Context: an optimization exercise on an open-source flow, tuned for small area and a short achievable clock period. The choices shown serve that exercise and are no tape-out recipe. Only simulation tests tie the RTL to the original design; equivalence was not proved. In every run shown here, the design's own scripts or RTL, not TritonCTS, make the clock network. No driver is modelled on the clock port, so clock power and skew are understated where the tree is cut down; a real chip needs a root buffer or a tree.

===== flow/run.sh =====
#!/bin/bash
# Standard layout with three changes:
# - the port buffers are made from a plain buffer cell instead of the delay
#   buffer buffer_ports picks on its own;
# - timing repair aims at a setup slack of 6.0 ns;
# - after CTS, flow/mycts.tcl rebuilds the clock tree with two levels of
#   clkbuf_16 (the clock port drives four of them), see that file.
set -euo pipefail
export BUFFER_PORTS_ARGS="-buffer_cell sky130_fd_sc_hd__buf_1"
export POST_CTS_TCL="$PWD/flow/mycts.tcl"
bash standard.sh SETUP_SLACK_MARGIN=6.0 finish > standard.log 2>&1

===== flow/mycts.tcl =====
# Replace the clock tree that CTS built with a two-level tree: the clock port
# drives four clkbuf_16 buffers directly, each of them drives the leaf clkbuf_16
# buffers of its group, and each leaf buffer feeds the flip-flops of one cluster.
# Runs as the POST CTS step hook, inside ORFS cts.tcl.
# ORFS sources this file inside a procedure; run it at global level.
uplevel #0 {
set nleaf 8
if { [info exists ::env(MYCTS_LEAVES)] } { set nleaf $::env(MYCTS_LEAVES) }
set block [ord::get_db_block]
set db [ord::get_db]
set clknet [[$block findBTerm clk] getNet]
puts "mycts: clock port net [$clknet getName] with [llength [$clknet getITerms]] loads"
set bufmaster [$db findMaster sky130_fd_sc_hd__clkbuf_16]

# Walk the clock tree from the port: buffers to remove and the sinks they feed.
set sinks {}
set oldbufs {}
set oldnets {}
proc walk { net } {
  global sinks oldbufs oldnets
  foreach it [$net getITerms] {
    if { [$it isOutputSignal] } { continue }
    set inst [$it getInst]
    set m [[$inst getMaster] getName]
    if { [string match "sky130_fd_sc_hd__clkbuf_*" $m] || [string match "sky130_fd_sc_hd__buf_*" $m] } {
      lappend oldbufs $inst
      foreach ot [$inst getITerms] {
        if { [$ot isOutputSignal] && [$ot getNet] != "NULL" } {
          lappend oldnets [$ot getNet]
          walk [$ot getNet]
        }
      }
    } else {
      lappend sinks $it
    }
  }
}
walk $clknet
puts "mycts: [llength $oldbufs] clock buffers, [llength $sinks] sinks"
# Loads that drive nothing are CTS's dummy loads: removed with the tree.
set ffs {}
set dummies {}
foreach it $sinks {
  set inst [$it getInst]
  set m [[$inst getMaster] getName]
  if { [string match "sky130_fd_sc_hd__df*" $m] } {
    lappend ffs $it
    continue
  }
  foreach ot [$inst getITerms] {
    if { [$ot isOutputSignal] && [$ot getNet] != "NULL" } { error "mycts: unexpected clock sink $m" }
  }
  lappend dummies $inst
}
puts "mycts: [llength $ffs] flip-flops, [llength $dummies] dummy loads"
set sinks $ffs

# Sink locations (centre of the flip-flop).
set pts {}
foreach it $sinks {
  set bb [[$it getInst] getBBox]
  lappend pts [list [expr {([$bb xMin] + [$bb xMax]) / 2.0}] [expr {([$bb yMin] + [$bb yMax]) / 2.0}]]
}
proc kmeans { pts nk } {
  set n [llength $pts]
  set cx 0; set cy 0
  foreach p $pts { set cx [expr {$cx + [lindex $p 0]}]; set cy [expr {$cy + [lindex $p 1]}] }
  set cx [expr {$cx / $n}]; set cy [expr {$cy / $n}]
  set cent {}
  for {set k 0} {$k < $nk} {incr k} {
    set a [expr {2 * 3.14159265 * ($k + 0.5) / $nk}]
    lappend cent [list [expr {$cx + 30000 * cos($a)}] [expr {$cy + 30000 * sin($a)}]]
  }
  for {set iter 0} {$iter < 50} {incr iter} {
    set asg {}
    foreach p $pts {
      set best 0; set bd 1e30
      for {set k 0} {$k < $nk} {incr k} {
        set c [lindex $cent $k]
        set d [expr {abs([lindex $p 0] - [lindex $c 0]) + abs([lindex $p 1] - [lindex $c 1])}]
        if { $d < $bd } { set bd $d; set best $k }
      }
      lappend asg $best
    }
    set newc {}
    for {set k 0} {$k < $nk} {incr k} {
      set sx 0; set sy 0; set cnt 0
      foreach p $pts a $asg {
        if { $a == $k } { set sx [expr {$sx + [lindex $p 0]}]; set sy [expr {$sy + [lindex $p 1]}]; incr cnt }
      }
      if { $cnt > 0 } { lappend newc [list [expr {$sx / $cnt}] [expr {$sy / $cnt}]] } else { lappend newc [lindex $cent $k] }
    }
    set cent $newc
  }
  return [list $cent $asg]
}
lassign [kmeans $pts $nleaf] cent asg
set ntop 4
lassign [kmeans $cent $ntop] tcent tasg

# Remove the old tree.
foreach it $sinks { $it disconnect }
foreach inst $dummies { odb::dbInst_destroy $inst }
foreach inst $oldbufs { odb::dbInst_destroy $inst }
foreach net $oldnets { odb::dbNet_destroy $net }

# Build the new one: the port drives the top buffers, each top buffer drives
# the leaf buffers of its group, each leaf buffer drives its flip-flops.
proc mkbuf { name c innet } {
  global block bufmaster
  set inst [odb::dbInst_create $block $bufmaster $name]
  set net [odb::dbNet_create $block "net_$name"]
  $net setSigType CLOCK
  $inst setLocation [expr {int([lindex $c 0])}] [expr {int([lindex $c 1])}]
  $inst setPlacementStatus PLACED
  [$inst findITerm A] connect $innet
  [$inst findITerm X] connect $net
  return $net
}
set topnets {}
for {set t 0} {$t < $ntop} {incr t} {
  lappend topnets [mkbuf "clktop_$t" [lindex $tcent $t] $clknet]
}
for {set k 0} {$k < $nleaf} {incr k} {
  set net [mkbuf "clkleaf_$k" [lindex $cent $k] [lindex $topnets [lindex $tasg $k]]]
  set cnt 0
  foreach it $sinks a $asg {
    if { $a == $k } { $it connect $net; incr cnt }
  }
  puts "mycts: leaf $k (top [lindex $tasg $k]) drives $cnt sinks"
}
detailed_placement
estimate_parasitics -placement

# Timing repair with the new tree, as cts.tcl does after CTS.
repair_timing_helper
detailed_placement
check_placement -verbose

}

===== standard.sh =====
#!/bin/bash
# synth_recipe.tcl (not shown) runs the flow's synth.tcl, then flattens the netlist and writes it again
# the make line also repeats each setting of config.mk as NAME=value (left out here)
make -C /OpenROAD-flow-scripts/flow DESIGN_CONFIG=/design/flow/config.mk WORK_HOME=/design/flow/orfs CLKGATE_MAP_FILE= SYNTH_SCRIPT=/design/flow/synth_recipe.tcl "${@:-finish}"

===== config.mk =====
export PLATFORM = sky130hd
export DESIGN_NAME = int8_mac_tree
export DESIGN_NICKNAME = int8_mac_tree
export VERILOG_FILES = /design/flow/design.v
export SDC_FILE = /design/flow/constraint.sdc
export NUM_CORES = 4
export LEC_CHECK = 0
export CAP_MARGIN = 20
export CORE_MARGIN = 2
export CORE_UTILIZATION = 72
export SLEW_MARGIN = 20
export SYNTH_HIERARCHICAL = 1
export SYNTH_MINIMUM_KEEP_SIZE = 0

===== constraint.sdc =====
create_clock -name core_clock -period 12.0 [get_ports {clk}]
set_input_delay 2.4000 -clock core_clock [delete_from_list [all_inputs] [get_ports {clk}]]
set_output_delay 2.4000 -clock core_clock [all_outputs]
set_load 0.01 [all_outputs]

===== design.v =====
module multiplier_8bit (
    input signed [7:0] A,
    input signed [7:0] B,
    output signed [15:0] P
);
    wire pp1;
    assign pp1 = ~(A[0] & B[0]);
    wire pp2;
    assign pp2 = ~(A[0] & B[1]);
    wire pp3;
    assign pp3 = ~(A[0] & B[2]);
    wire pp4;
    assign pp4 = ~(A[0] & B[3]);
    wire pp5;
    assign pp5 = ~(A[0] & B[4]);
    wire pp6;
    assign pp6 = ~(A[0] & B[5]);
    wire pp7;
    assign pp7 = ~(A[0] & B[6]);
    wire pp8;
    assign pp8 = A[0] & B[7];
    wire pp9;
    assign pp9 = ~(A[1] & B[0]);
    wire pp10;
    assign pp10 = ~(A[1] & B[1]);
    wire pp11;
    assign pp11 = ~(A[1] & B[2]);
    wire pp12;
    assign pp12 = ~(A[1] & B[3]);
    wire pp13;
    assign pp13 = ~(A[1] & B[4]);
    wire pp14;
    assign pp14 = ~(A[1] & B[5]);
    wire pp15;
    assign pp15 = ~(A[1] & B[6]);
    wire pp16;
    assign pp16 = A[1] & B[7];
    wire pp17;
    assign pp17 = ~(A[2] & B[0]);
    wire pp18;
    assign pp18 = ~(A[2] & B[1]);
    wire pp19;
    assign pp19 = ~(A[2] & B[2]);
    wire pp20;
    assign pp20 = ~(A[2] & B[3]);
    wire pp21;
    assign pp21 = ~(A[2] & B[4]);
    wire pp22;
    assign pp22 = ~(A[2] & B[5]);
    wire pp23;
    assign pp23 = ~(A[2] & B[6]);
    wire pp24;
    assign pp24 = A[2] & B[7];
    wire pp25;
    assign pp25 = ~(A[3] & B[0]);
    wire pp26;
    assign pp26 = ~(A[3] & B[1]);
    wire pp27;
    assign pp27 = ~(A[3] & B[2]);
    wire pp28;
    assign pp28 = ~(A[3] & B[3]);
    wire pp29;
    assign pp29 = ~(A[3] & B[4]);
    wire pp30;
    assign pp30 = ~(A[3] & B[5]);
    wire pp31;
    assign pp31 = ~(A[3] & B[6]);
    wire pp32;
    assign pp32 = A[3] & B[7];
    wire pp33;
    assign pp33 = ~(A[4] & B[0]);
    wire pp34;
    assign pp34 = ~(A[4] & B[1]);
    wire pp35;
    assign pp35 = ~(A[4] & B[2]);
    wire pp36;
    assign pp36 = ~(A[4] & B[3]);
    wire pp37;
    assign pp37 = ~(A[4] & B[4]);
    wire pp38;
    assign pp38 = ~(A[4] & B[5]);
    wire pp39;
    assign pp39 = ~(A[4] & B[6]);
    wire pp40;
    assign pp40 = A[4] & B[7];
    wire pp41;
    assign pp41 = ~(A[5] & B[0]);
    wire pp42;
    assign pp42 = ~(A[5] & B[1]);
    wire pp43;
    assign pp43 = ~(A[5] & B[2]);
    wire pp44;
    assign pp44 = ~(A[5] & B[3]);
    wire pp45;
    assign pp45 = ~(A[5] & B[4]);
    wire pp46;
    assign pp46 = ~(A[5] & B[5]);
    wire pp47;
    assign pp47 = ~(A[5] & B[6]);
    wire pp48;
    assign pp48 = A[5] & B[7];
    wire pp49;
    assign pp49 = ~(A[6] & B[0]);
    wire pp50;
    assign pp50 = ~(A[6] & B[1]);
    wire pp51;
    assign pp51 = ~(A[6] & B[2]);
    wire pp52;
    assign pp52 = ~(A[6] & B[3]);
    wire pp53;
    assign pp53 = ~(A[6] & B[4]);
    wire pp54;
    assign pp54 = ~(A[6] & B[5]);
    wire pp55;
    assign pp55 = ~(A[6] & B[6]);
    wire pp56;
    assign pp56 = A[6] & B[7];
    wire pp57;
    assign pp57 = A[7] & B[0];
    wire pp58;
    assign pp58 = A[7] & B[1];
    wire pp59;
    assign pp59 = A[7] & B[2];
    wire pp60;
    assign pp60 = A[7] & B[3];
    wire pp61;
    assign pp61 = A[7] & B[4];
    wire pp62;
    assign pp62 = A[7] & B[5];
    wire pp63;
    assign pp63 = A[7] & B[6];
    wire pp64;
    assign pp64 = ~(A[7] & B[7]);
    wire s65;
    wire c66;
    xn_cell u67 (.a(pp7), .b(pp14), .y(s65));
    or_cell u68 (.a(pp7), .b(pp14), .y(c66));
    wire s69;
    wire c70;
    fa_cell u71 (.a(pp8), .b(pp15), .c(pp22), .s(s69), .co(c70));
    wire s72;
    wire c73;
    xn_cell u74 (.a(pp29), .b(pp36), .y(s72));
    or_cell u75 (.a(pp29), .b(pp36), .y(c73));
    wire s76;
    wire c77;
    ha_cell u78 (.a(pp16), .b(pp23), .s(s76), .co(c77));
    wire s79;
    wire c80;
    fa_cell u81 (.a(pp30), .b(pp37), .c(pp44), .s(s79), .co(c80));
    wire s82;
    wire c83;
    fa_cell u84 (.a(pp24), .b(pp31), .c(pp38), .s(s82), .co(c83));
    wire s85;
    wire c86;
    xn_cell u87 (.a(pp5), .b(pp12), .y(s85));
    or_cell u88 (.a(pp5), .b(pp12), .y(c86));
    wire s89;
    wire c90;
    fa_cell u91 (.a(pp6), .b(pp13), .c(pp20), .s(s89), .co(c90));
    wire s92;
    wire c93;
    xn_cell u94 (.a(pp27), .b(pp34), .y(s92));
    or_cell u95 (.a(pp27), .b(pp34), .y(c93));
    wire s96;
    wire c97;
    fa_cell u98 (.a(pp21), .b(pp28), .c(pp35), .s(s96), .co(c97));
    wire s99;
    wire c100;
    fa_cell u101 (.a(pp42), .b(pp49), .c(s65), .s(s99), .co(c100));
    wire s102;
    wire c103;
    fa_cell u104 (.a(pp43), .b(pp50), .c(pp57), .s(s102), .co(c103));
    wire s105;
    wire c106;
    fa_cell u107 (.a(c66), .b(s72), .c(s69), .s(s105), .co(c106));
    wire s108;
    wire c109;
    fa_cell u110 (.a(pp51), .b(pp58), .c(c73), .s(s108), .co(c109));
    wire s111;
    wire c112;
    fa_cell u113 (.a(s76), .b(c70), .c(s79), .s(s111), .co(c112));
    wire s114;
    wire c115;
    fa_cell u116 (.a(pp45), .b(pp52), .c(pp59), .s(s114), .co(c115));
    wire s117;
    wire c118;
    fa_cell u119 (.a(c77), .b(c80), .c(s82), .s(s117), .co(c118));
    wire s120;
    wire c121;
    fa_cell u122 (.a(pp32), .b(pp39), .c(pp46), .s(s120), .co(c121));
    wire s123;
    wire c124;
    fa_cell u125 (.a(pp53), .b(pp60), .c(c83), .s(s123), .co(c124));
    wire s126;
    wire c127;
    fa_cell u128 (.a(pp40), .b(pp47), .c(pp54), .s(s126), .co(c127));
    wire s129;
    wire c130;
    xn_cell u131 (.a(pp4), .b(pp11), .y(s129));
    or_cell u132 (.a(pp4), .b(pp11), .y(c130));
    wire s133;
    wire c134;
    fa_cell u135 (.a(pp19), .b(pp26), .c(pp33), .s(s133), .co(c134));
    wire s136;
    wire c137;
    fa_cell u138 (.a(pp41), .b(c86), .c(s92), .s(s136), .co(c137));
    wire s139;
    wire c140;
    fa_cell u141 (.a(c93), .b(c90), .c(s96), .s(s139), .co(c140));
    wire s142;
    wire c143;
    fa_cell u144 (.a(c97), .b(s102), .c(c100), .s(s142), .co(c143));
    wire s145;
    wire c146;
    fa_cell u147 (.a(c103), .b(s108), .c(c106), .s(s145), .co(c146));
    wire s148;
    wire c149;
    fa_cell u150 (.a(s114), .b(c109), .c(c112), .s(s148), .co(c149));
    wire s151;
    wire c152;
    fa_cell u153 (.a(c115), .b(s120), .c(s123), .s(s151), .co(c152));
    wire s154;
    wire c155;
    fa_cell u156 (.a(pp61), .b(c121), .c(s126), .s(s154), .co(c155));
    wire s157;
    wire c158;
    fa_cell u159 (.a(pp48), .b(pp55), .c(pp62), .s(s157), .co(c158));
    wire s160;
    wire c161;
    xn_cell u162 (.a(pp3), .b(pp10), .y(s160));
    or_cell u163 (.a(pp3), .b(pp10), .y(c161));
    wire s164;
    wire c165;
    fa_cell u166 (.a(pp18), .b(pp25), .c(s129), .s(s164), .co(c165));
    wire s167;
    wire c168;
    fa_cell u169 (.a(c130), .b(s85), .c(s133), .s(s167), .co(c168));
    wire s170;
    wire c171;
    fa_cell u172 (.a(c134), .b(s89), .c(s136), .s(s170), .co(c171));
    wire s173;
    wire c174;
    fa_cell u175 (.a(c137), .b(s99), .c(s139), .s(s173), .co(c174));
    wire s176;
    wire c177;
    fa_cell u178 (.a(c140), .b(s105), .c(s142), .s(s176), .co(c177));
    wire s179;
    wire c180;
    fa_cell u181 (.a(s111), .b(c143), .c(s145), .s(s179), .co(c180));
    wire s182;
    wire c183;
    fa_cell u184 (.a(s117), .b(c146), .c(s148), .s(s182), .co(c183));
    wire s185;
    wire c186;
    fa_cell u187 (.a(c118), .b(c149), .c(s151), .s(s185), .co(c186));
    wire s188;
    wire c189;
    fa_cell u190 (.a(c124), .b(s154), .c(c152), .s(s188), .co(c189));
    wire s191;
    wire c192;
    fa_cell u193 (.a(c127), .b(s157), .c(c155), .s(s191), .co(c192));
    wire s194;
    wire c195;
    fa_cell u196 (.a(pp56), .b(pp63), .c(c158), .s(s194), .co(c195));
    wire s197;
    wire c198;
    assign s197 = ~(pp2 ^ pp9);
    assign c198 = pp2 | pp9;
    wire s199;
    wire c200;
    fa_cell u201 (.a(c198), .b(pp17), .c(s160), .s(s199), .co(c200));
    wire s202;
    wire c203;
    fa_cell u204 (.a(c161), .b(c200), .c(s164), .s(s202), .co(c203));
    wire s205;
    wire c206;
    fa_cell u207 (.a(c165), .b(s167), .c(c203), .s(s205), .co(c206));
    wire s208;
    wire c209;
    fa_cell u210 (.a(c168), .b(s170), .c(c206), .s(s208), .co(c209));
    wire s211;
    wire c212;
    ha_cell u213 (.a(c171), .b(s173), .s(s211), .co(c212));
    wire s214;
    wire c215;
    ha_cell u216 (.a(c174), .b(s176), .s(s214), .co(c215));
    wire s217;
    wire c218;
    ha_cell u219 (.a(c177), .b(s179), .s(s217), .co(c218));
    wire s220;
    wire c221;
    ha_cell u222 (.a(c180), .b(s182), .s(s220), .co(c221));
    wire s223;
    wire c224;
    ha_cell u225 (.a(c183), .b(s185), .s(s223), .co(c224));
    wire s226;
    wire c227;
    ha_cell u228 (.a(c186), .b(s188), .s(s226), .co(c227));
    wire s229;
    wire c230;
    ha_cell u231 (.a(c189), .b(s191), .s(s229), .co(c230));
    wire s232;
    wire c233;
    ha_cell u234 (.a(c192), .b(s194), .s(s232), .co(c233));
    wire s235;
    wire c236;
    ha_cell u237 (.a(pp64), .b(c195), .s(s235), .co(c236));
    wire g238;
    wire p239;
    assign g238 = 1'b0 & 1'b1;
    assign p239 = 1'b0 ^ 1'b1;
    wire g240;
    assign g240 = c212 | (s211 & c209);
    wire G241;
    ao_cell u242 (.g(c215), .p(s214), .c(g240), .y(G241));
    wire P243;
    assign P243 = s214 & s211;
    wire G244;
    ao_cell u245 (.g(c221), .p(s220), .c(c218), .y(G244));
    wire P246;
    assign P246 = s220 & s217;
    wire G247;
    ao_cell u248 (.g(c227), .p(s226), .c(c224), .y(G247));
    wire P249;
    assign P249 = s226 & s223;
    wire G250;
    ao_cell u251 (.g(c233), .p(s232), .c(c230), .y(G250));
    wire P252;
    assign P252 = s232 & s229;
    wire G253;
    ao_cell u254 (.g(g238), .p(p239), .c(c236), .y(G253));
    wire P255;
    assign P255 = p239 & s235;
    wire G256;
    ao_cell u257 (.g(G244), .p(P246), .c(G241), .y(G256));
    wire P258;
    assign P258 = P246 & P243;
    wire G259;
    ao_cell u260 (.g(G250), .p(P252), .c(G247), .y(G259));
    wire P261;
    assign P261 = P252 & P249;
    wire G262;
    ao_cell u263 (.g(G259), .p(P261), .c(G256), .y(G262));
    wire P264;
    assign P264 = P261 & P258;
    wire G265;
    ao_cell u266 (.g(G247), .p(P249), .c(G256), .y(G265));
    wire P267;
    assign P267 = P249 & P258;
    wire G268;
    ao_cell u269 (.g(G253), .p(P255), .c(G262), .y(G268));
    wire P270;
    assign P270 = P255 & P264;
    wire G271;
    ao_cell u272 (.g(c218), .p(s217), .c(G241), .y(G271));
    wire P273;
    assign P273 = s217 & P243;
    wire G274;
    ao_cell u275 (.g(c224), .p(s223), .c(G256), .y(G274));
    wire P276;
    assign P276 = s223 & P258;
    wire G277;
    ao_cell u278 (.g(c230), .p(s229), .c(G265), .y(G277));
    wire P279;
    assign P279 = s229 & P267;
    wire G280;
    ao_cell u281 (.g(c236), .p(s235), .c(G262), .y(G280));
    wire P282;
    assign P282 = s235 & P264;
    wire sum283;
    assign sum283 = ~(s211 ^ c209);
    wire sum284;
    assign sum284 = ~(s214 ^ g240);
    wire sum285;
    assign sum285 = ~(s217 ^ G241);
    wire sum286;
    assign sum286 = ~(s220 ^ G271);
    wire sum287;
    assign sum287 = ~(s223 ^ G256);
    wire sum288;
    assign sum288 = ~(s226 ^ G274);
    wire sum289;
    assign sum289 = ~(s229 ^ G265);
    wire sum290;
    assign sum290 = ~(s232 ^ G277);
    wire sum291;
    assign sum291 = ~(s235 ^ G262);
    wire sum292;
    assign sum292 = ~(p239 ^ G280);
    assign P = {sum292, sum291, sum290, sum289, sum288, sum287, sum286, sum285, sum284, sum283, ~s208, ~s205, ~s202, ~s199, ~s197, ~pp1};
endmodule
module adder_16bit (
    input signed [15:0] A,
    input signed [15:0] B,
    input signed [15:0] C,
    input signed [15:0] D,
    output signed [17:0] S
);
    wire s1;
    wire c2;
    ha_cell u3 (.a(A[0]), .b(B[0]), .s(s1), .co(c2));
    wire s4;
    wire c5;
    fa_cell u6 (.a(A[1]), .b(B[1]), .c(C[1]), .s(s4), .co(c5));
    wire s7;
    wire c8;
    fa_cell u9 (.a(A[2]), .b(B[2]), .c(C[2]), .s(s7), .co(c8));
    wire s10;
    wire c11;
    fa_cell u12 (.a(A[3]), .b(B[3]), .c(C[3]), .s(s10), .co(c11));
    wire s13;
    wire c14;
    fa_cell u15 (.a(A[4]), .b(B[4]), .c(C[4]), .s(s13), .co(c14));
    wire s16;
    wire c17;
    fa_cell u18 (.a(A[5]), .b(B[5]), .c(C[5]), .s(s16), .co(c17));
    wire s19;
    wire c20;
    fa_cell u21 (.a(A[6]), .b(B[6]), .c(C[6]), .s(s19), .co(c20));
    wire s22;
    wire c23;
    fa_cell u24 (.a(A[7]), .b(B[7]), .c(C[7]), .s(s22), .co(c23));
    wire s25;
    wire c26;
    fa_cell u27 (.a(A[8]), .b(B[8]), .c(C[8]), .s(s25), .co(c26));
    wire s28;
    wire c29;
    fa_cell u30 (.a(A[9]), .b(B[9]), .c(C[9]), .s(s28), .co(c29));
    wire s31;
    wire c32;
    fa_cell u33 (.a(A[10]), .b(B[10]), .c(C[10]), .s(s31), .co(c32));
    wire s34;
    wire c35;
    fa_cell u36 (.a(A[11]), .b(B[11]), .c(C[11]), .s(s34), .co(c35));
    wire s37;
    wire c38;
    fa_cell u39 (.a(A[12]), .b(B[12]), .c(C[12]), .s(s37), .co(c38));
    wire s40;
    wire c41;
    fa_cell u42 (.a(A[13]), .b(B[13]), .c(C[13]), .s(s40), .co(c41));
    wire s43;
    wire c44;
    fa_cell u45 (.a(A[14]), .b(B[14]), .c(C[14]), .s(s43), .co(c44));
    wire s46;
    wire c47;
    fa_cell u48 (.a(~A[15]), .b(~B[15]), .c(~C[15]), .s(s46), .co(c47));
    wire s49;
    wire c50;
    ha_cell u51 (.a(C[0]), .b(D[0]), .s(s49), .co(c50));
    wire s52;
    wire c53;
    fa_cell u54 (.a(D[1]), .b(c2), .c(s4), .s(s52), .co(c53));
    wire s55;
    wire c56;
    fa_cell u57 (.a(D[2]), .b(c5), .c(s7), .s(s55), .co(c56));
    wire s58;
    wire c59;
    fa_cell u60 (.a(D[3]), .b(c8), .c(s10), .s(s58), .co(c59));
    wire s61;
    wire c62;
    fa_cell u63 (.a(D[4]), .b(c11), .c(s13), .s(s61), .co(c62));
    wire s64;
    wire c65;
    fa_cell u66 (.a(D[5]), .b(c14), .c(s16), .s(s64), .co(c65));
    wire s67;
    wire c68;
    fa_cell u69 (.a(D[6]), .b(c17), .c(s19), .s(s67), .co(c68));
    wire s70;
    wire c71;
    fa_cell u72 (.a(D[7]), .b(c20), .c(s22), .s(s70), .co(c71));
    wire s73;
    wire c74;
    fa_cell u75 (.a(D[8]), .b(c23), .c(s25), .s(s73), .co(c74));
    wire s76;
    wire c77;
    fa_cell u78 (.a(D[9]), .b(c26), .c(s28), .s(s76), .co(c77));
    wire s79;
    wire c80;
    fa_cell u81 (.a(D[10]), .b(c29), .c(s31), .s(s79), .co(c80));
    wire s82;
    wire c83;
    fa_cell u84 (.a(D[11]), .b(c32), .c(s34), .s(s82), .co(c83));
    wire s85;
    wire c86;
    fa_cell u87 (.a(D[12]), .b(c35), .c(s37), .s(s85), .co(c86));
    wire s88;
    wire c89;
    fa_cell u90 (.a(D[13]), .b(c38), .c(s40), .s(s88), .co(c89));
    wire s91;
    wire c92;
    fa_cell u93 (.a(D[14]), .b(c41), .c(s43), .s(s91), .co(c92));
    wire s94;
    wire c95;
    fa_cell u96 (.a(~D[15]), .b(c44), .c(s46), .s(s94), .co(c95));
    wire s97;
    wire c98;
    ha_cell u99 (.a(s1), .b(s49), .s(s97), .co(c98));
    wire s100;
    wire c101;
    ha_cell u102 (.a(c50), .b(s52), .s(s100), .co(c101));
    wire s103;
    wire c104;
    ha_cell u105 (.a(c53), .b(s55), .s(s103), .co(c104));
    wire s106;
    wire c107;
    ha_cell u108 (.a(c56), .b(s58), .s(s106), .co(c107));
    wire s109;
    wire c110;
    ha_cell u111 (.a(c59), .b(s61), .s(s109), .co(c110));
    wire s112;
    wire c113;
    ha_cell u114 (.a(c62), .b(s64), .s(s112), .co(c113));
    wire s115;
    wire c116;
    ha_cell u117 (.a(c65), .b(s67), .s(s115), .co(c116));
    wire s118;
    wire c119;
    ha_cell u120 (.a(c68), .b(s70), .s(s118), .co(c119));
    wire s121;
    wire c122;
    ha_cell u123 (.a(c71), .b(s73), .s(s121), .co(c122));
    wire s124;
    wire c125;
    ha_cell u126 (.a(c74), .b(s76), .s(s124), .co(c125));
    wire s127;
    wire c128;
    ha_cell u129 (.a(c77), .b(s79), .s(s127), .co(c128));
    wire s130;
    wire c131;
    ha_cell u132 (.a(c80), .b(s82), .s(s130), .co(c131));
    wire s133;
    wire c134;
    ha_cell u135 (.a(c83), .b(s85), .s(s133), .co(c134));
    wire s136;
    wire c137;
    ha_cell u138 (.a(c86), .b(s88), .s(s136), .co(c137));
    wire s139;
    wire c140;
    ha_cell u141 (.a(c89), .b(s91), .s(s139), .co(c140));
    wire s142;
    wire c143;
    ha_cell u144 (.a(c92), .b(s94), .s(s142), .co(c143));
    wire s145;
    wire c146;
    ha_cell u147 (.a(c47), .b(c95), .s(s145), .co(c146));
    wire g148;
    wire p149;
    assign g148 = 1'b1 & 1'b0;
    assign p149 = 1'b1 ^ 1'b0;
    wire G150;
    ao_cell u151 (.g(c101), .p(s100), .c(c98), .y(G150));
    wire P152;
    assign P152 = s100 & s97;
    wire G153;
    ao_cell u154 (.g(c107), .p(s106), .c(c104), .y(G153));
    wire P155;
    assign P155 = s106 & s103;
    wire G156;
    ao_cell u157 (.g(c113), .p(s112), .c(c110), .y(G156));
    wire P158;
    assign P158 = s112 & s109;
    wire G159;
    ao_cell u160 (.g(c119), .p(s118), .c(c116), .y(G159));
    wire P161;
    assign P161 = s118 & s115;
    wire G162;
    ao_cell u163 (.g(c125), .p(s124), .c(c122), .y(G162));
    wire P164;
    assign P164 = s124 & s121;
    wire G165;
    ao_cell u166 (.g(c131), .p(s130), .c(c128), .y(G165));
    wire P167;
    assign P167 = s130 & s127;
    wire G168;
    ao_cell u169 (.g(c137), .p(s136), .c(c134), .y(G168));
    wire P170;
    assign P170 = s136 & s133;
    wire G171;
    ao_cell u172 (.g(c143), .p(s142), .c(c140), .y(G171));
    wire P173;
    assign P173 = s142 & s139;
    wire G174;
    ao_cell u175 (.g(g148), .p(p149), .c(c146), .y(G174));
    wire P176;
    assign P176 = p149 & s145;
    wire G177;
    ao_cell u178 (.g(c104), .p(s103), .c(G150), .y(G177));
    wire P179;
    assign P179 = s103 & P152;
    wire G180;
    ao_cell u181 (.g(G153), .p(P155), .c(G150), .y(G180));
    wire P182;
    assign P182 = P155 & P152;
    wire G183;
    ao_cell u184 (.g(c116), .p(s115), .c(G156), .y(G183));
    wire P185;
    assign P185 = s115 & P158;
    wire G186;
    ao_cell u187 (.g(G159), .p(P161), .c(G156), .y(G186));
    wire P188;
    assign P188 = P161 & P158;
    wire G189;
    ao_cell u190 (.g(c128), .p(s127), .c(G162), .y(G189));
    wire P191;
    assign P191 = s127 & P164;
    wire G192;
    ao_cell u193 (.g(G165), .p(P167), .c(G162), .y(G192));
    wire P194;
    assign P194 = P167 & P164;
    wire G195;
    ao_cell u196 (.g(c140), .p(s139), .c(G168), .y(G195));
    wire P197;
    assign P197 = s139 & P170;
    wire G198;
    ao_cell u199 (.g(G171), .p(P173), .c(G168), .y(G198));
    wire P200;
    assign P200 = P173 & P170;
    wire G201;
    ao_cell u202 (.g(c110), .p(s109), .c(G180), .y(G201));
    wire P203;
    assign P203 = s109 & P182;
    wire G204;
    ao_cell u205 (.g(G156), .p(P158), .c(G180), .y(G204));
    wire P206;
    assign P206 = P158 & P182;
    wire G207;
    ao_cell u208 (.g(G183), .p(P185), .c(G180), .y(G207));
    wire P209;
    assign P209 = P185 & P182;
    wire G210;
    ao_cell u211 (.g(G186), .p(P188), .c(G180), .y(G210));
    wire P212;
    assign P212 = P188 & P182;
    wire G213;
    ao_cell u214 (.g(c134), .p(s133), .c(G192), .y(G213));
    wire P215;
    assign P215 = s133 & P194;
    wire G216;
    ao_cell u217 (.g(G168), .p(P170), .c(G192), .y(G216));
    wire P218;
    assign P218 = P170 & P194;
    wire G219;
    ao_cell u220 (.g(G195), .p(P197), .c(G192), .y(G219));
    wire P221;
    assign P221 = P197 & P194;
    wire G222;
    ao_cell u223 (.g(G198), .p(P200), .c(G192), .y(G222));
    wire P224;
    assign P224 = P200 & P194;
    wire G225;
    ao_cell u226 (.g(c122), .p(s121), .c(G210), .y(G225));
    wire P227;
    assign P227 = s121 & P212;
    wire G228;
    ao_cell u229 (.g(G162), .p(P164), .c(G210), .y(G228));
    wire P230;
    assign P230 = P164 & P212;
    wire G231;
    ao_cell u232 (.g(G189), .p(P191), .c(G210), .y(G231));
    wire P233;
    assign P233 = P191 & P212;
    wire G234;
    ao_cell u235 (.g(G192), .p(P194), .c(G210), .y(G234));
    wire P236;
    assign P236 = P194 & P212;
    wire G237;
    ao_cell u238 (.g(G213), .p(P215), .c(G210), .y(G237));
    wire P239;
    assign P239 = P215 & P212;
    wire G240;
    ao_cell u241 (.g(G216), .p(P218), .c(G210), .y(G240));
    wire P242;
    assign P242 = P218 & P212;
    wire G243;
    ao_cell u244 (.g(G219), .p(P221), .c(G210), .y(G243));
    wire P245;
    assign P245 = P221 & P212;
    wire G246;
    ao_cell u247 (.g(G222), .p(P224), .c(G210), .y(G246));
    wire P248;
    assign P248 = P224 & P212;
    wire G249;
    ao_cell u250 (.g(c146), .p(s145), .c(G246), .y(G249));
    wire P251;
    assign P251 = s145 & P248;
    wire G252;
    ao_cell u253 (.g(G174), .p(P176), .c(G246), .y(G252));
    wire P254;
    assign P254 = P176 & P248;
    wire sum255;
    assign sum255 = s100 ^ c98;
    wire sum256;
    assign sum256 = s103 ^ G150;
    wire sum257;
    assign sum257 = s106 ^ G177;
    wire sum258;
    assign sum258 = s109 ^ G180;
    wire sum259;
    assign sum259 = s112 ^ G201;
    wire sum260;
    assign sum260 = s115 ^ G204;
    wire sum261;
    assign sum261 = s118 ^ G207;
    wire sum262;
    assign sum262 = s121 ^ G210;
    wire sum263;
    assign sum263 = s124 ^ G225;
    wire sum264;
    assign sum264 = s127 ^ G228;
    wire sum265;
    assign sum265 = s130 ^ G231;
    wire sum266;
    assign sum266 = s133 ^ G234;
    wire sum267;
    assign sum267 = s136 ^ G237;
    wire sum268;
    assign sum268 = s139 ^ G240;
    wire sum269;
    assign sum269 = s142 ^ G243;
    wire sum270;
    assign sum270 = s145 ^ G246;
    wire sum271;
    assign sum271 = p149 ^ G249;
    assign S = {sum271, sum270, sum269, sum268, sum267, sum266, sum265, sum264, sum263, sum262, sum261, sum260, sum259, sum258, sum257, sum256, sum255, s97};
endmodule
module xn_cell (
    input a,
    input b,
    output y
);
    assign y = ~(a ^ b);
endmodule
module or_cell (
    input a,
    input b,
    output y
);
    assign y = a | b;
endmodule
module fa_cell (
    input a,
    input b,
    input c,
    output s,
    output co
);
    assign s = a ^ b ^ c;
    assign co = (a & b) | (a & c) | (b & c);
endmodule
module ha_cell (
    input a,
    input b,
    output s,
    output co
);
    assign s = a ^ b;
    assign co = a & b;
endmodule
module ao_cell (
    input g,
    input p,
    input c,
    output y
);
    assign y = g | (p & c);
endmodule
module hac_cell (
    input a,
    input b,
    output s,
    output co
);
    assign s = ~(a ^ b);
    assign co = a | b;
endmodule
module adder_18bit (
    input signed [17:0] A,
    input signed [17:0] B,
    output signed [18:0] S
);
    wire s1;
    wire c2;
    ha_cell u3 (.a(A[0]), .b(B[0]), .s(s1), .co(c2));
    wire s4;
    wire c5;
    ha_cell u6 (.a(A[1]), .b(B[1]), .s(s4), .co(c5));
    wire s7;
    wire c8;
    ha_cell u9 (.a(A[2]), .b(B[2]), .s(s7), .co(c8));
    wire s10;
    wire c11;
    ha_cell u12 (.a(A[3]), .b(B[3]), .s(s10), .co(c11));
    wire s13;
    wire c14;
    ha_cell u15 (.a(A[4]), .b(B[4]), .s(s13), .co(c14));
    wire s16;
    wire c17;
    ha_cell u18 (.a(A[5]), .b(B[5]), .s(s16), .co(c17));
    wire s19;
    wire c20;
    ha_cell u21 (.a(A[6]), .b(B[6]), .s(s19), .co(c20));
    wire s22;
    wire c23;
    ha_cell u24 (.a(A[7]), .b(B[7]), .s(s22), .co(c23));
    wire s25;
    wire c26;
    ha_cell u27 (.a(A[8]), .b(B[8]), .s(s25), .co(c26));
    wire s28;
    wire c29;
    ha_cell u30 (.a(A[9]), .b(B[9]), .s(s28), .co(c29));
    wire s31;
    wire c32;
    ha_cell u33 (.a(A[10]), .b(B[10]), .s(s31), .co(c32));
    wire s34;
    wire c35;
    ha_cell u36 (.a(A[11]), .b(B[11]), .s(s34), .co(c35));
    wire s37;
    wire c38;
    ha_cell u39 (.a(A[12]), .b(B[12]), .s(s37), .co(c38));
    wire s40;
    wire c41;
    ha_cell u42 (.a(A[13]), .b(B[13]), .s(s40), .co(c41));
    wire s43;
    wire c44;
    ha_cell u45 (.a(A[14]), .b(B[14]), .s(s43), .co(c44));
    wire s46;
    wire c47;
    ha_cell u48 (.a(A[15]), .b(B[15]), .s(s46), .co(c47));
    wire s49;
    wire c50;
    ha_cell u51 (.a(A[16]), .b(B[16]), .s(s49), .co(c50));
    wire s52;
    wire c53;
    ha_cell u54 (.a(A[17]), .b(B[17]), .s(s52), .co(c53));
    wire s55;
    wire c56;
    ha_cell u57 (.a(A[17]), .b(B[17]), .s(s55), .co(c56));
    wire G58;
    ao_cell u59 (.g(c5), .p(s4), .c(c2), .y(G58));
    wire P60;
    assign P60 = s4 & s1;
    wire G61;
    ao_cell u62 (.g(c11), .p(s10), .c(c8), .y(G61));
    wire P63;
    assign P63 = s10 & s7;
    wire G64;
    ao_cell u65 (.g(c17), .p(s16), .c(c14), .y(G64));
    wire P66;
    assign P66 = s16 & s13;
    wire G67;
    ao_cell u68 (.g(c23), .p(s22), .c(c20), .y(G67));
    wire P69;
    assign P69 = s22 & s19;
    wire G70;
    ao_cell u71 (.g(c29), .p(s28), .c(c26), .y(G70));
    wire P72;
    assign P72 = s28 & s25;
    wire G73;
    ao_cell u74 (.g(c35), .p(s34), .c(c32), .y(G73));
    wire P75;
    assign P75 = s34 & s31;
    wire G76;
    ao_cell u77 (.g(c41), .p(s40), .c(c38), .y(G76));
    wire P78;
    assign P78 = s40 & s37;
    wire G79;
    ao_cell u80 (.g(c47), .p(s46), .c(c44), .y(G79));
    wire P81;
    assign P81 = s46 & s43;
    wire G82;
    ao_cell u83 (.g(c53), .p(s52), .c(c50), .y(G82));
    wire P84;
    assign P84 = s52 & s49;
    wire G85;
    ao_cell u86 (.g(G61), .p(P63), .c(G58), .y(G85));
    wire P87;
    assign P87 = P63 & P60;
    wire G88;
    ao_cell u89 (.g(G67), .p(P69), .c(G64), .y(G88));
    wire P90;
    assign P90 = P69 & P66;
    wire G91;
    ao_cell u92 (.g(G73), .p(P75), .c(G70), .y(G91));
    wire P93;
    assign P93 = P75 & P72;
    wire G94;
    ao_cell u95 (.g(G79), .p(P81), .c(G76), .y(G94));
    wire P96;
    assign P96 = P81 & P78;
    wire G97;
    ao_cell u98 (.g(G88), .p(P90), .c(G85), .y(G97));
    wire P99;
    assign P99 = P90 & P87;
    wire G100;
    ao_cell u101 (.g(G94), .p(P96), .c(G91), .y(G100));
    wire P102;
    assign P102 = P96 & P93;
    wire G103;
    ao_cell u104 (.g(G100), .p(P102), .c(G97), .y(G103));
    wire P105;
    assign P105 = P102 & P99;
    wire G106;
    ao_cell u107 (.g(G91), .p(P93), .c(G97), .y(G106));
    wire P108;
    assign P108 = P93 & P99;
    wire G109;
    ao_cell u110 (.g(G64), .p(P66), .c(G85), .y(G109));
    wire P111;
    assign P111 = P66 & P87;
    wire G112;
    ao_cell u113 (.g(G70), .p(P72), .c(G97), .y(G112));
    wire P114;
    assign P114 = P72 & P99;
    wire G115;
    ao_cell u116 (.g(G76), .p(P78), .c(G106), .y(G115));
    wire P117;
    assign P117 = P78 & P108;
    wire G118;
    ao_cell u119 (.g(G82), .p(P84), .c(G103), .y(G118));
    wire P120;
    assign P120 = P84 & P105;
    wire G121;
    ao_cell u122 (.g(c8), .p(s7), .c(G58), .y(G121));
    wire P123;
    assign P123 = s7 & P60;
    wire G124;
    ao_cell u125 (.g(c14), .p(s13), .c(G85), .y(G124));
    wire P126;
    assign P126 = s13 & P87;
    wire G127;
    ao_cell u128 (.g(c20), .p(s19), .c(G109), .y(G127));
    wire P129;
    assign P129 = s19 & P111;
    wire G130;
    ao_cell u131 (.g(c26), .p(s25), .c(G97), .y(G130));
    wire P132;
    assign P132 = s25 & P99;
    wire G133;
    ao_cell u134 (.g(c32), .p(s31), .c(G112), .y(G133));
    wire P135;
    assign P135 = s31 & P114;
    wire G136;
    ao_cell u137 (.g(c38), .p(s37), .c(G106), .y(G136));
    wire P138;
    assign P138 = s37 & P108;
    wire G139;
    ao_cell u140 (.g(c44), .p(s43), .c(G115), .y(G139));
    wire P141;
    assign P141 = s43 & P117;
    wire G142;
    ao_cell u143 (.g(c50), .p(s49), .c(G103), .y(G142));
    wire P144;
    assign P144 = s49 & P105;
    wire G145;
    ao_cell u146 (.g(c56), .p(s55), .c(G118), .y(G145));
    wire P147;
    assign P147 = s55 & P120;
    wire sum148;
    assign sum148 = s4 ^ c2;
    wire sum149;
    assign sum149 = s7 ^ G58;
    wire sum150;
    assign sum150 = s10 ^ G121;
    wire sum151;
    assign sum151 = s13 ^ G85;
    wire sum152;
    assign sum152 = s16 ^ G124;
    wire sum153;
    assign sum153 = s19 ^ G109;
    wire sum154;
    assign sum154 = s22 ^ G127;
    wire sum155;
    assign sum155 = s25 ^ G97;
    wire sum156;
    assign sum156 = s28 ^ G130;
    wire sum157;
    assign sum157 = s31 ^ G112;
    wire sum158;
    assign sum158 = s34 ^ G133;
    wire sum159;
    assign sum159 = s37 ^ G106;
    wire sum160;
    assign sum160 = s40 ^ G136;
    wire sum161;
    assign sum161 = s43 ^ G115;
    wire sum162;
    assign sum162 = s46 ^ G139;
    wire sum163;
    assign sum163 = s49 ^ G103;
    wire sum164;
    assign sum164 = s52 ^ G142;
    wire sum165;
    assign sum165 = s55 ^ G118;
    assign S = {sum165, sum164, sum163, sum162, sum161, sum160, sum159, sum158, sum157, sum156, sum155, sum154, sum153, sum152, sum151, sum150, sum149, sum148, s1};
endmodule
module int8_mac_tree (
    input clk,  
    input reset,  
    input signed [7:0] in0,
    input signed [7:0] in1,
    input signed [7:0] in2,
    input signed [7:0] in3,
    input signed [7:0] in4,
    input signed [7:0] in5,
    input signed [7:0] in6,
    input signed [7:0] in7,
    input signed [7:0] in8,
    input signed [7:0] in9,
    input signed [7:0] in10,
    input signed [7:0] in11,
    input signed [7:0] in12,
    input signed [7:0] in13,
    input signed [7:0] in14,
    input signed [7:0] in15,
    output signed [31:0] out,
    output reg signed [15:0] prod0, prod1, prod2, prod3, prod4, prod5, prod6, prod7,
    output signed [17:0] sum_level2_0, sum_level2_1
);
    wire signed [15:0] p0, p1, p2, p3, p4, p5, p6, p7;
    multiplier_8bit mul0 (.A(in0),  .B(in1),  .P(p0));
    multiplier_8bit mul1 (.A(in2),  .B(in3),  .P(p1));
    multiplier_8bit mul2 (.A(in4),  .B(in5),  .P(p2));
    multiplier_8bit mul3 (.A(in6),  .B(in7),  .P(p3));
    multiplier_8bit mul4 (.A(in8),  .B(in9),  .P(p4));
    multiplier_8bit mul5 (.A(in10), .B(in11), .P(p5));
    multiplier_8bit mul6 (.A(in12), .B(in13), .P(p6));
    multiplier_8bit mul7 (.A(in14), .B(in15), .P(p7));
    always @(posedge clk or posedge reset) begin
        if (reset) begin
            prod0 <= 16'h0; prod1 <= 16'h0; prod2 <= 16'h0; prod3 <= 16'h0;
            prod4 <= 16'h0; prod5 <= 16'h0; prod6 <= 16'h0; prod7 <= 16'h0;
        end else begin
            prod0 <= p0; prod1 <= p1; prod2 <= p2; prod3 <= p3;
            prod4 <= p4; prod5 <= p5; prod6 <= p6; prod7 <= p7;
        end
    end
    adder_16bit sum0 (.A(prod0), .B(prod1), .C(prod2), .D(prod3), .S(sum_level2_0));
    adder_16bit sum1 (.A(prod4), .B(prod5), .C(prod6), .D(prod7), .S(sum_level2_1));
    reg signed [18:0] out_r;
    wire signed [18:0] out_sum;
    adder_18bit add_final (.A(sum_level2_0), .B(sum_level2_1), .S(out_sum));
    always @(posedge clk or posedge reset) begin
        if (reset)
            out_r <= 19'h0;
        else
            out_r <= out_sum;
    end
    assign out = out_r;
endmodule

==> results by group, run 1 <==
Timing
  • Unrepaired setup endpoints after global routing: true
  • Slew at the pin closest to its max-slew limit: 0.9938 ns
  • Max-slew headroom: 33.75%
  • Final min period: 5.931 ns
  • Final Cycle Share: 49.43%
  • Setup Skew: 0.03261 ns
  • Hold Violations, Final: 0
  • Setup violators final: 0
  • Final setup TNS: 0 ns
  • Slew Viols, Final: 0
  • Setup WS post-layout: 6.069 ns
  • Highest clock rate: 168.6 MHz

Setup path
  • CP max stage delay: 0.59 ns
  • Top delay family on crit path: adder cells
  • Critical Path AT: 6.12 ns
  • Buf/Inv on CP: 1
  • Slowest CP cell: fa_1
  • Crit-path max FO: 8
  • CP endpoint kind: flip-flop
  • Critical path class: in2reg
  • Worst setup SP type: input pin
  • Crit path cell chain: buf_1 -> nand2_1 -> fa_1 -> fa_1 -> fa_1 -> fa_1 -> ha_1 -> or2_4 -> a21o_1 -> a21o_1 -> a21o_1 -> a21o_1 -> xnor2_1
  • Crit path required time: 12.19 ns

Detailed routing
  • Drt initial violations: 943
  • DRC: 0
  • Vias/cell: 5.824
  • Routed Wire Length: 50.55 mm
  • Drt wl/cell: 20.64 microns
  • Drt pass-1 iters: 5
  • Vias: 14260
  • Remaining antenna violation count: 0

Floorplan
  • Io pins: 326
  • Core box area: 27930 sq um
  • Starting Density: 73.70%
  • Die area: 29960 sq um
  • Die X: 173.1 microns
  • Vert. Die Dim: 173.1 microns
  • Rows: 61

Global routing
  • Vias in the first global route: 15180
  • GRT Total Usage: 35.54%
  • Largest net degree at the start of global routing: 78
  • Total grt overflow: 0
  • First-pass GRT wire length: 82.23 mm
  • Initial antenna violation count: 2

Logic synthesis
  • Count of unique library cells instantiated by Yosys: 20
  • Syn_area_per_cell: 10.77 sq um
  • FF+latch count, synth: 147
  • Syn Inst Count: 1912
  • YS warnings: 7
  • Synthesized net count: 2567
  • Sequential share of the synthesized area: 17.87%
  • Post-Syn Area: 20590 sq um

Outcome
  • Status: finished clean

Flow run
  • Max-Cap Viols: 0

Place
  • Port Buffers: 325
  • DP HPWL: 42.65 mm
  • Pre-CTS WS: 5.734 ns
  • Gpl congestion: 0.9940

Final layout
  • Share of cells above drive strength 1: 4.297%
  • Fill cells: 1902
  • Area grow syn2layout: 4.047%
  • Antenna diodes: 0
  • Fin nets: 2728
  • Final core occ: 76.68%

Clocking
  • Clock Latency Late Sink: 0.29 ns
  • TritonCTS Sinks: 147
  • Reg clk slew, reported paths: 0.08 ns

Hold path
  • Hold crit path type: reg2reg
registers in the layout, summed over array words and instances (netlist names):
| signal | count |
|---|---|
| prod2 | 16 |
| out_r | 19 |
| prod1 | 16 |
| prod0 | 16 |
| prod4 | 16 |
| prod7 | 16 |
| prod5 | 16 |
| prod3 | 16 |
| prod6 | 16 |
tightest hold or removal path, cell delays in order (launching register included):
cell	delay, ns
dfrtp_1	0.36
ha_1	0.13
ha_1	0.14
ha_1	0.13
worst paths after layout:
path,end,depth (start not counted),slack [ns],start
worst max-delay path,prod6[13],13,6.07,in12[2]
worst min-delay path,out_r[0],3,0.79,prod3[0]
worst max register to register,out_r[18],15,7.46,prod4[3]
worst min register to register,out_r[0],3,0.79,prod3[0]
max in group asynchronous,prod0[8],4,8.07,reset
min in group asynchronous,prod4[14],3,2.40,reset
cell usage in the layout (no fill, tap or decap), types with 10 or more instances in the layout:
master,netlist,layout
nand2_1,376,376
dfrtp_1,147,147
and2_1,193,193
fa_1,372,372
xor2_1,50,47
clkbuf_2,0,42
a21o_1,191,189
and3_1,10,10
or2_1,48,48
xnor2_1,104,104
clkbuf_16,0,12
ha_1,153,153
buf_1,0,273
inv_1,61,60
logic make-up after synthesis:
kind of cell / share of synthesized area [%]
buffers and inverters: 7.287
DFF: 17.87
AOI/OAI and AO/OA: 6.965
and+or+nand+nor: 15.22
xor gates and xnor gates: 7.184
adders and majority gates: 45.47
layer usage:
layer / wire (microns) / GRT usage, % / vias to the layer above
met5: 0 / 0 / -
met4: 2087 / 12.61 / 0
met3: 4352 / 8.201 / 110
met2: 23790 / 55.82 / 649
met1: 20320 / 49.30 / 7284
li1: - / - / 6220
cell usage after synthesis, drive strengths merged:
library cell  number  area share (%)
a21o             191             7.0
xor2              50             2.1
fa               372              36
and2b              2           0.073
xnor2            112             5.1
inv               61             1.1
or2               56             1.8
and3              10            0.30
dfrtp            147              18
and2             194             5.9
buf              180             6.2
and4               4            0.17
nand2            376             6.9
nor2b              2           0.061
nand4              2           0.061
ha               153             9.3
per-module statistics from Yosys (local to each module, per instance):
module	cells	cell area (sq um)	flops+latches
adder_16bit	57	407.9	0
adder_18bit	49	381.6	0
ao_cell	1	7.507	0
fa_cell	1	20.02	0
ha_cell	1	12.51	0
int8_mac_tree	161	3780	147
multiplier_8bit	99	536.8	0
or_cell	1	6.256	0
xn_cell	1	8.758	0
cell type report:
cell class / instances / area (sq um) / area share (%)
buffer: 12 / 300.3 / 1.402
inverter: 61 / 232.7 / 1.086
multi-input combinational: 1524 / 15430 / 72.05
sequential: 147 / 3679 / 17.17
tap: 378 / 473.0 / 2.208
timing repair buffer: 327 / 1303 / 6.081
through the flow:
step | instance area [sq um] | std cells | hold slack, ns
after floorplan | 20590 | 1912 | 0.9532
after global placement | 21030 | 2437 | 0.7628
after detailed placement | 21030 | 2437 | 0.7732
after global routing | 21420 | 2449 | 0.8557
final | 21420 | 2449 | 0.7905
==> run 2, diff against run 1 <==
--- a/flow/run.sh
+++ b/flow/run.sh
@@ -4,3 +4,3 @@
 #   buffer buffer_ports picks on its own;
-# - timing repair aims at a setup slack of 6.0 ns;
+# - timing repair aims at a setup slack of 6.2 ns;
 # - after CTS, flow/mycts.tcl rebuilds the clock tree with two levels of
@@ -10,2 +10,2 @@
 export POST_CTS_TCL="$PWD/flow/mycts.tcl"
-bash standard.sh SETUP_SLACK_MARGIN=6.0 finish > standard.log 2>&1
+bash standard.sh SETUP_SLACK_MARGIN=6.2 finish > standard.log 2>&1
==> results by group, run 2 <==
Outcome
  • Status: finished clean (unchanged)

Global routing
  • Vias in the first global route: 15900 (was 15180)
  • Total grt overflow: 0 (unchanged)
  • GRT Total Usage: 35.97% (was 35.54%)
  • First-pass GRT wire length: 83.11 mm (was 82.23 mm)
  • Largest net degree at the start of global routing: 57 (was 78)
  • Initial antenna violation count: 4 (was 2)

Logic synthesis
  • Count of unique library cells instantiated by Yosys: 20 (unchanged)
  • Yosys top cell by area: fa_1 (unchanged)
  • Yosys top cell area share: 36.17% (unchanged)
  • YS warnings: 7 (unchanged)
  • Sequential share of the synthesized area: 17.87% (unchanged)
  • Syn_area_per_cell: 10.77 sq um (unchanged)
  • Synthesized net count: 2567 (unchanged)
  • Most frequent cell after synthesis: nand2_1 (unchanged)
  • FF+latch count, synth: 147 (unchanged)
  • Post-Syn Area: 20590 sq um (unchanged)
  • Commonest cells in the netlist: nand2_1, fa_1, and2_1 (unchanged)
  • Synth Flop Type: dfrtp_1 (unchanged)
  • Syn Inst Count: 1912 (unchanged)
  • Area contributors post-synth: fa_1, dfrtp_1, ha_1 (unchanged)
  • Post-synth ARST share: 100.0% (unchanged)
  • Number of flops mapped to enable cells by yosys: 0 (unchanged)

Floorplan
  • Rows: 61 (unchanged)
  • Starting Density: 73.70% (unchanged)
  • Vert. Die Dim: 173.1 microns (unchanged)
  • Die area: 29960 sq um (unchanged)
  • Core box area: 27930 sq um (unchanged)
  • Die X: 173.1 microns (unchanged)
  • Io pins: 326 (unchanged)

Place
  • Gpl congestion: 0.9486 (was 0.9940)
  • Pre-CTS WS: 5.656 ns (was 5.734 ns)
  • Port Buffers: 325 (unchanged)
  • DP HPWL: 42.34 mm (was 42.65 mm)

Timing
  • Slew at the pin closest to its max-slew limit: 0.7224 ns (was 0.9938 ns)
  • Slew Viols, Final: 0 (unchanged)
  • Final min period: 5.771 ns (was 5.931 ns)
  • Hold Violations, Final: 0 (unchanged)
  • Final setup TNS: 0 ns (unchanged)
  • WHS: 0.8610 ns (was 0.7905 ns)
  • Setup WS post-layout: 6.229 ns (was 6.069 ns)
  • Max-slew headroom: 51.84% (was 33.75%)
  • Setup Skew: 0.03574 ns (was 0.03261 ns)
  • Final Cycle Share: 48.09% (was 49.43%)
  • Unrepaired setup endpoints after global routing: true (unchanged)
  • Setup violators final: 0 (unchanged)
  • Highest clock rate: 173.3 MHz (was 168.6 MHz)

Setup path
  • CP endpoint kind: primary output (was flip-flop)
  • Crit path cell chain: fa_2 -> fa_1 -> ha_4 -> a21o_1 -> a21o_1 -> a21o_4 -> a21o_4 -> a21o_1 -> inv_2 -> buf_6 (was buf_1 -> nand2_1 -> fa_1 -> fa_1 -> fa_1 -> fa_1 -> ha_1 -> or2_4 -> a21o_1 -> a21o_1 -> a21o_1 -> a21o_1 -> xnor2_1)
  • Worst setup SP type: flip-flop (was input pin)
  • CP dominant cell by count: a21o_1
  • Critical path class: reg2out (was in2reg)
  • Crit path required time: 9.60 ns (was 12.19 ns)
  • Slowest CP cell: fa_2 (was fa_1)
  • CP max stage delay: 0.61 ns (was 0.59 ns)
  • Critical Path AT: 3.37 ns (was 6.12 ns)
  • Crit-path max FO: 5 (was 8)

Detailed routing
  • Vias/cell: 5.896 (was 5.824)
  • Routed Wire Length: 52.33 mm (was 50.55 mm)
  • Remaining antenna violation count: 0 (unchanged)
  • Drt pass-1 iters: 5 (unchanged)
  • Drt initial violations: 1056 (was 943)
  • Drt wl/cell: 21.07 microns (was 20.64 microns)
  • DRC: 0 (unchanged)
  • Vias: 14640 (was 14260)

Final layout
  • Final core occ: 80.14% (was 76.68%)
  • Most frequent cells in the layout: nand2_1, fa_1, buf_1 (unchanged)
  • Area grow syn2layout: 8.740% (was 4.047%)
  • Antenna diodes: 0 (unchanged)
  • Largest Register: out_r (unchanged)
  • Commonest non-fill, non-tap cell in the layout: nand2_1 (unchanged)
  • Fin nets: 2762 (was 2728)
  • Share of cells above drive strength 1: 13.44% (was 4.297%)
  • Max reg flops: 19 (unchanged)

Clocking
  • Clock Latency Late Sink: 0.30 ns (was 0.29 ns)
  • TritonCTS Sinks: 147 (unchanged)
  • Reg clk slew, reported paths: 0.10 ns (was 0.08 ns)

Flow run
  • Max-Cap Viols: 0 (unchanged)

Hold path
  • Hold crit path type: reg2reg (unchanged)
-- run 2: cell counts after synthesis --
No cell type changed its count.
-- run 2: worst paths after layout --
check,start,endpoint,slack (ns),depth (start not counted)
max,prod0[1],sum_level2_0[17],6.23,10
min,prod3[0],out_r[0],0.86,3
max reg2reg,prod4[3],out_r[18],7.04,16
min reg2reg,prod3[0],out_r[0],0.86,3
max in group asynchronous,reset,prod2[1],8.79,3
min in group asynchronous,reset,prod4[15],2.12,2
-- run 2: area by class of cell --
class / instances / area, sq um
tap: 378 / 473.0
fill: 1757 / 5548
inverter: 61 / 232.7
buffer: 12 / 300.3
sequential: 147 / 3686
multi-input combinational: 1526 / 15940
timing repair buffer: 359 / 1750
-- run 2: routing by layer --
metal	up-vias	track usage, %	part of all wire [%]
li1	6282	-	-
met1	7515	46.84	38
met2	696	59.45	49
met4	4	13.59	4.5
met5	-	0	0.046
met3	144	8.289	8.8
-- run 2: Yosys stat by module (local to each module, per instance), a selection --
module | cells inside | flip-flops and latches | copies in the design
xn_cell | 1 | 0 | 48
int8_mac_tree | 161 | 147 | 1
ha_cell | 1 | 0 | 137
fa_cell | 1 | 0 | 372
adder_16bit | 57 | 0 | 2
multiplier_8bit | 99 | 0 | 8
adder_18bit | 49 | 0 | 1
-- run 2: kinds of logic (layout without fill, tap and decap cells) --
| logic type | count (synthesis) | in the layout | synth area share (%) |
|---|---|---|---|
| AO/OA/AOI/OAI | 191 | 193 | 6.965 |
| buffers and inverters | 241 | 432 | 7.287 |
| adder cells (fa/ha/maj) | 525 | 525 | 45.47 |
| flip-flops | 147 | 147 | 17.87 |
| AND/OR/NAND/NOR | 646 | 646 | 15.22 |
| XOR/XNOR | 162 | 162 | 7.184 |
-- run 2: worst max-delay path, delay by kind of cell (launching register included) --
family | cells | cell delay (ns)
flops | 1 | 0.45
compound gates | 5 | 1.09
buf+inv | 2 | 0.19
fa+ha+maj | 3 | 1.34
-- run 2: stage by stage --
step | instances | area, sq um
2_1_floorplan | 1912 | 20740
3_3_place_gp | 2437 | 21090
3_5_place_dp | 2437 | 21090
5_1_grt | 2483 | 22390
6_report | 2483 | 22390
==> run 3, diff against run 2 <==
--- a/flow/mycts.tcl
+++ b/flow/mycts.tcl
@@ -3,2 +3,5 @@
 # buffers of its group, and each leaf buffer feeds the flip-flops of one cluster.
+# The clusters come from k-means on the flip-flop locations, then a capacitated
+# reassignment so that every leaf drives about the same number of flip-flops
+# (and every top buffer the same number of leaves), which keeps the skew small.
 # Runs as the POST CTS step hook, inside ORFS cts.tcl.
@@ -94,2 +97,33 @@
   }
+  # Balance: capacitated greedy assignment by distance, then new centres.
+  set cap [expr {int(ceil(double($n) / $nk))}]
+  for {set iter 0} {$iter < 10} {incr iter} {
+    set pairs {}
+    set i 0
+    foreach p $pts {
+      for {set k 0} {$k < $nk} {incr k} {
+        set c [lindex $cent $k]
+        lappend pairs [list [expr {abs([lindex $p 0] - [lindex $c 0]) + abs([lindex $p 1] - [lindex $c 1])}] $i $k]
+      }
+      incr i
+    }
+    set pairs [lsort -real -index 0 $pairs]
+    set asg [lrepeat $n -1]
+    set cnt [lrepeat $nk 0]
+    foreach pr $pairs {
+      lassign $pr d i k
+      if { [lindex $asg $i] >= 0 || [lindex $cnt $k] >= $cap } { continue }
+      lset asg $i $k
+      lset cnt $k [expr {[lindex $cnt $k] + 1}]
+    }
+    set newc {}
+    for {set k 0} {$k < $nk} {incr k} {
+      set sx 0; set sy 0; set c 0
+      foreach p $pts a $asg {
+        if { $a == $k } { set sx [expr {$sx + [lindex $p 0]}]; set sy [expr {$sy + [lindex $p 1]}]; incr c }
+      }
+      if { $c > 0 } { lappend newc [list [expr {$sx / $c}] [expr {$sy / $c}]] } else { lappend newc [lindex $cent $k] }
+    }
+    set cent $newc
+  }
   return [list $cent $asg]
==> results by group, run 3 <==
Detailed routing
  • Vias/cell: 5.921 (was 5.896)
  • DRC: 0 (unchanged)
  • Drt initial violations: 971 (was 1056)
  • Drt pass-1 iters: 5 (unchanged)
  • Drt wl/cell: 21.13 microns (was 21.07 microns)
  • Routed Wire Length: 52.51 mm (was 52.33 mm)
  • Vias: 14710 (was 14640)
  • Remaining antenna violation count: 0 (unchanged)

Setup path
  • Crit path required time: 9.60 ns (about the same)
  • Slowest CP cell: fa_2 (unchanged)
  • Worst setup SP type: flip-flop (unchanged)
  • Crit-path max FO: 5 (unchanged)
  • Crit path cell chain: fa_2 -> fa_1 -> ha_4 -> a21o_1 -> a21o_1 -> a21o_4 -> a21o_1 -> a21o_1 -> inv_2 -> buf_6 (was fa_2 -> fa_1 -> ha_4 -> a21o_1 -> a21o_1 -> a21o_4 -> a21o_4 -> a21o_1 -> inv_2 -> buf_6)
  • Buf/Inv on CP: 2 (unchanged)
  • CP dominant cell by count: a21o_1 (unchanged)
  • CP max stage delay: 0.57 ns (was 0.61 ns)
  • Critical Path AT: 3.36 ns (was 3.37 ns)
  • Top delay family on crit path: adder cells (unchanged)
  • Critical path class: reg2out (unchanged)
  • CP endpoint kind: primary output (unchanged)

Timing
  • Setup Skew: 0.02449 ns (was 0.03574 ns)
  • Unrepaired setup endpoints after global routing: true (unchanged)
  • Max-slew headroom: 51.33% (was 51.84%)
  • Hold Violations, Final: 0 (unchanged)
  • Slew at the pin closest to its max-slew limit: 0.7300 ns (was 0.7224 ns)
  • Setup violators final: 0 (unchanged)
  • Final Cycle Share: 47.98% (was 48.09%)
  • Highest clock rate: 173.7 MHz (was 173.3 MHz)
  • Final min period: 5.758 ns (was 5.771 ns)
  • Final setup TNS: 0 ns (unchanged)
  • Slew Viols, Final: 0 (unchanged)
  • Setup WS post-layout: 6.242 ns (was 6.229 ns)

Final layout
  • Fin nets: 2764 (was 2762)
  • Max reg flops: 19 (unchanged)
  • Area grow syn2layout: 8.788% (was 8.740%)
  • Commonest non-fill, non-tap cell in the layout: nand2_1 (unchanged)
  • Final core occ: 80.18% (was 80.14%)
  • Layout Cell Area excl Fill: 22400 sq um (was 22390 sq um)
  • Antenna diodes: 0 (unchanged)
  • Largest Register: out_r (unchanged)
  • Most frequent cells in the layout: nand2_1, fa_1, buf_1 (unchanged)
  • Share of cells above drive strength 1: 13.57% (was 13.44%)

Logic synthesis
  • Number of flops mapped to enable cells by yosys: 0 (unchanged)
  • Most frequent cell after synthesis: nand2_1 (unchanged)
  • Yosys top cell by area: fa_1 (unchanged)
  • Synthesized net count: 2567 (unchanged)
  • Area contributors post-synth: fa_1, dfrtp_1, ha_1 (unchanged)
  • Syn_area_per_cell: 10.77 sq um (unchanged)
  • Yosys top cell area share: 36.17% (unchanged)
  • Synth Flop Type: dfrtp_1 (unchanged)
  • Sequential share of the synthesized area: 17.87% (unchanged)
  • Post-Syn Area: 20590 sq um (unchanged)
  • Syn Inst Count: 1912 (unchanged)
  • Count of unique library cells instantiated by Yosys: 20 (unchanged)
  • YS warnings: 7 (unchanged)
  • Post-synth ARST share: 100.0% (unchanged)
  • Commonest cells in the netlist: nand2_1, fa_1, and2_1 (unchanged)
  • FF+latch count, synth: 147 (unchanged)

Place
  • Gpl congestion: 0.9486 (unchanged)
  • Area post-placement: 21090 sq um (unchanged)
  • Port Buffers: 325 (unchanged)
  • DP HPWL: 42.34 mm (unchanged)
  • Pre-CTS WS: 5.656 ns (unchanged)

Floorplan
  • Die X: 173.1 microns (unchanged)
  • Vert. Die Dim: 173.1 microns (unchanged)
  • Io pins: 326 (unchanged)
  • Core box area: 27930 sq um (unchanged)
  • Rows: 61 (unchanged)
  • Die area: 29960 sq um (unchanged)
  • Starting Density: 73.70% (unchanged)

Global routing
  • Largest net degree at the start of global routing: 57 (unchanged)
  • GRT Total Usage: 36.04% (was 35.97%)
  • Vias in the first global route: 15950 (was 15900)
  • Initial antenna violation count: 3 (was 4)
  • First-pass GRT wire length: 83.38 mm (was 83.11 mm)
  • Total grt overflow: 0 (unchanged)

Clocking
  • TritonCTS Sinks: 147 (unchanged)
  • Clock Latency Late Sink: 0.29 ns (was 0.30 ns)
  • Reg clk slew, reported paths: 0.10 ns (about the same)

Hold path
  • Hold crit path type: reg2reg (unchanged)

Outcome
  • Status: finished clean (unchanged)

Flow run
  • Max-Cap Viols: 0 (unchanged)
run 3: cell count changes in the layout (fill, tap and decap cells not counted), moves of 2 or more:
cell	previous run	this run
buf_2	58	55
buf_4	50	52
clkbuf_4	19	23
fa_1	346	343
fa_2	26	29
nand2_1	366	368
nand2_2	10	8
run 3: path summary, 6_finish.rpt:
kind                       cells past startpoint  slack [ns]                to     start
setup / recovery                              10        6.24  sum_level2_0[17]  prod2[1]
hold / removal                                 3        0.86          out_r[0]  prod3[0]
setup reg to reg                              16        7.03         out_r[18]  prod4[3]
hold reg to reg                                3        0.86          out_r[0]  prod3[0]
max in group asynchronous                      3        8.87          prod0[1]     reset
min in group asynchronous                      2        2.05         prod4[15]     reset
run 3: worst reg2reg max path, delay by kind of cell (launching register included):
family	cells	cell delay (ns)
adder cells (fa/ha/maj)	4	1.66
AO/OA/AOI/OAI	9	1.82
flip-flops	1	0.47
XOR/XNOR	2	0.70
buffers and inverters	1	0.15
run 3: cell type report:
| cell class | count | area [sq um] |
|---|---|---|
| Buffer | 12 | 300.3 |
| Fill cell | 1759 | 5538 |
| Inverter | 61 | 232.7 |
| Multi-Input combinational cell | 1526 | 15930 |
| Sequential cell | 147 | 3687 |
| Tap cell | 378 | 473.0 |
| Timing Repair Buffer | 361 | 1777 |
run 3: stage by stage:
step,hold WS (ns),std cells
global placement,0.7855,2437
global route,0.8779,2485
finish,0.8590,2485
floorplan,0.9532,1912
detailed placement,0.8102,2437
run 3: logic make-up (layout without fill, tap and decap cells):
family | Yosys count | count (layout) | share of synthesized area [%]
simple gates | 646 | 646 | 15.22
buf+inv | 241 | 434 | 7.287
compound gates | 191 | 193 | 6.965
flops | 147 | 147 | 17.87
xor+xnor | 162 | 162 | 7.184
fa+ha+maj | 525 | 525 | 45.47
run 3: metal layers:
metal / vias to the layer above / global-route usage, % / wire, microns
met5: - / 0 / 27
met4: 4 / 13.49 / 2327
met3: 150 / 8.707 / 4628
met2: 695 / 59.40 / 25730
met1: 7579 / 46.88 / 19790
li1: 6285 / - / -
run 3: modules after synthesis (local to each module, per instance):
module	cell area, sq um	copies in the design
multiplier_8bit	536.8	8
fa_cell	20.02	372
adder_16bit	407.9	2
or_cell	6.256	48
int8_mac_tree	3780	1
ao_cell	7.507	191
adder_18bit	381.6	1
ha_cell	12.51	137
xn_cell	8.758	48

## separate check: timing with driven ports
No port has a modelled driver above. Below, the same layouts with a new extraction and two added sets of constraints. Step 1 (the two cells are an assumption about what drives the block):
set clk [get_ports {clk}]
set_driving_cell -lib_cell sky130_fd_sc_hd__clkbuf_16 $clk
set_driving_cell -lib_cell sky130_fd_sc_hd__buf_2 [delete_from_list [all_inputs] $clk]
Step 2, shift: input delay + t, output delay - t, t = (earliest + latest rising clock arrival at the registers) / 2. This alone moves slack from input paths to output paths. Three values: ideal, step 1, step 2; two values: the first two.
run | t (ns) | setup slack, ns | worst setup path at the end
run 1 | 0.374 | 6.069 / 6.016 / 5.768 | input to register
run 2 | 0.376 | 6.229 / 6.133 / 5.967 | input to register
run 3 | 0.374 | 6.242 / 6.147 / 5.963 | input to register
After both steps setup and hold are still met in every run listed. For run 1, which loses most, drivers alone change the setup slack by -0.053 ns; drivers and shift together by -0.301 ns.
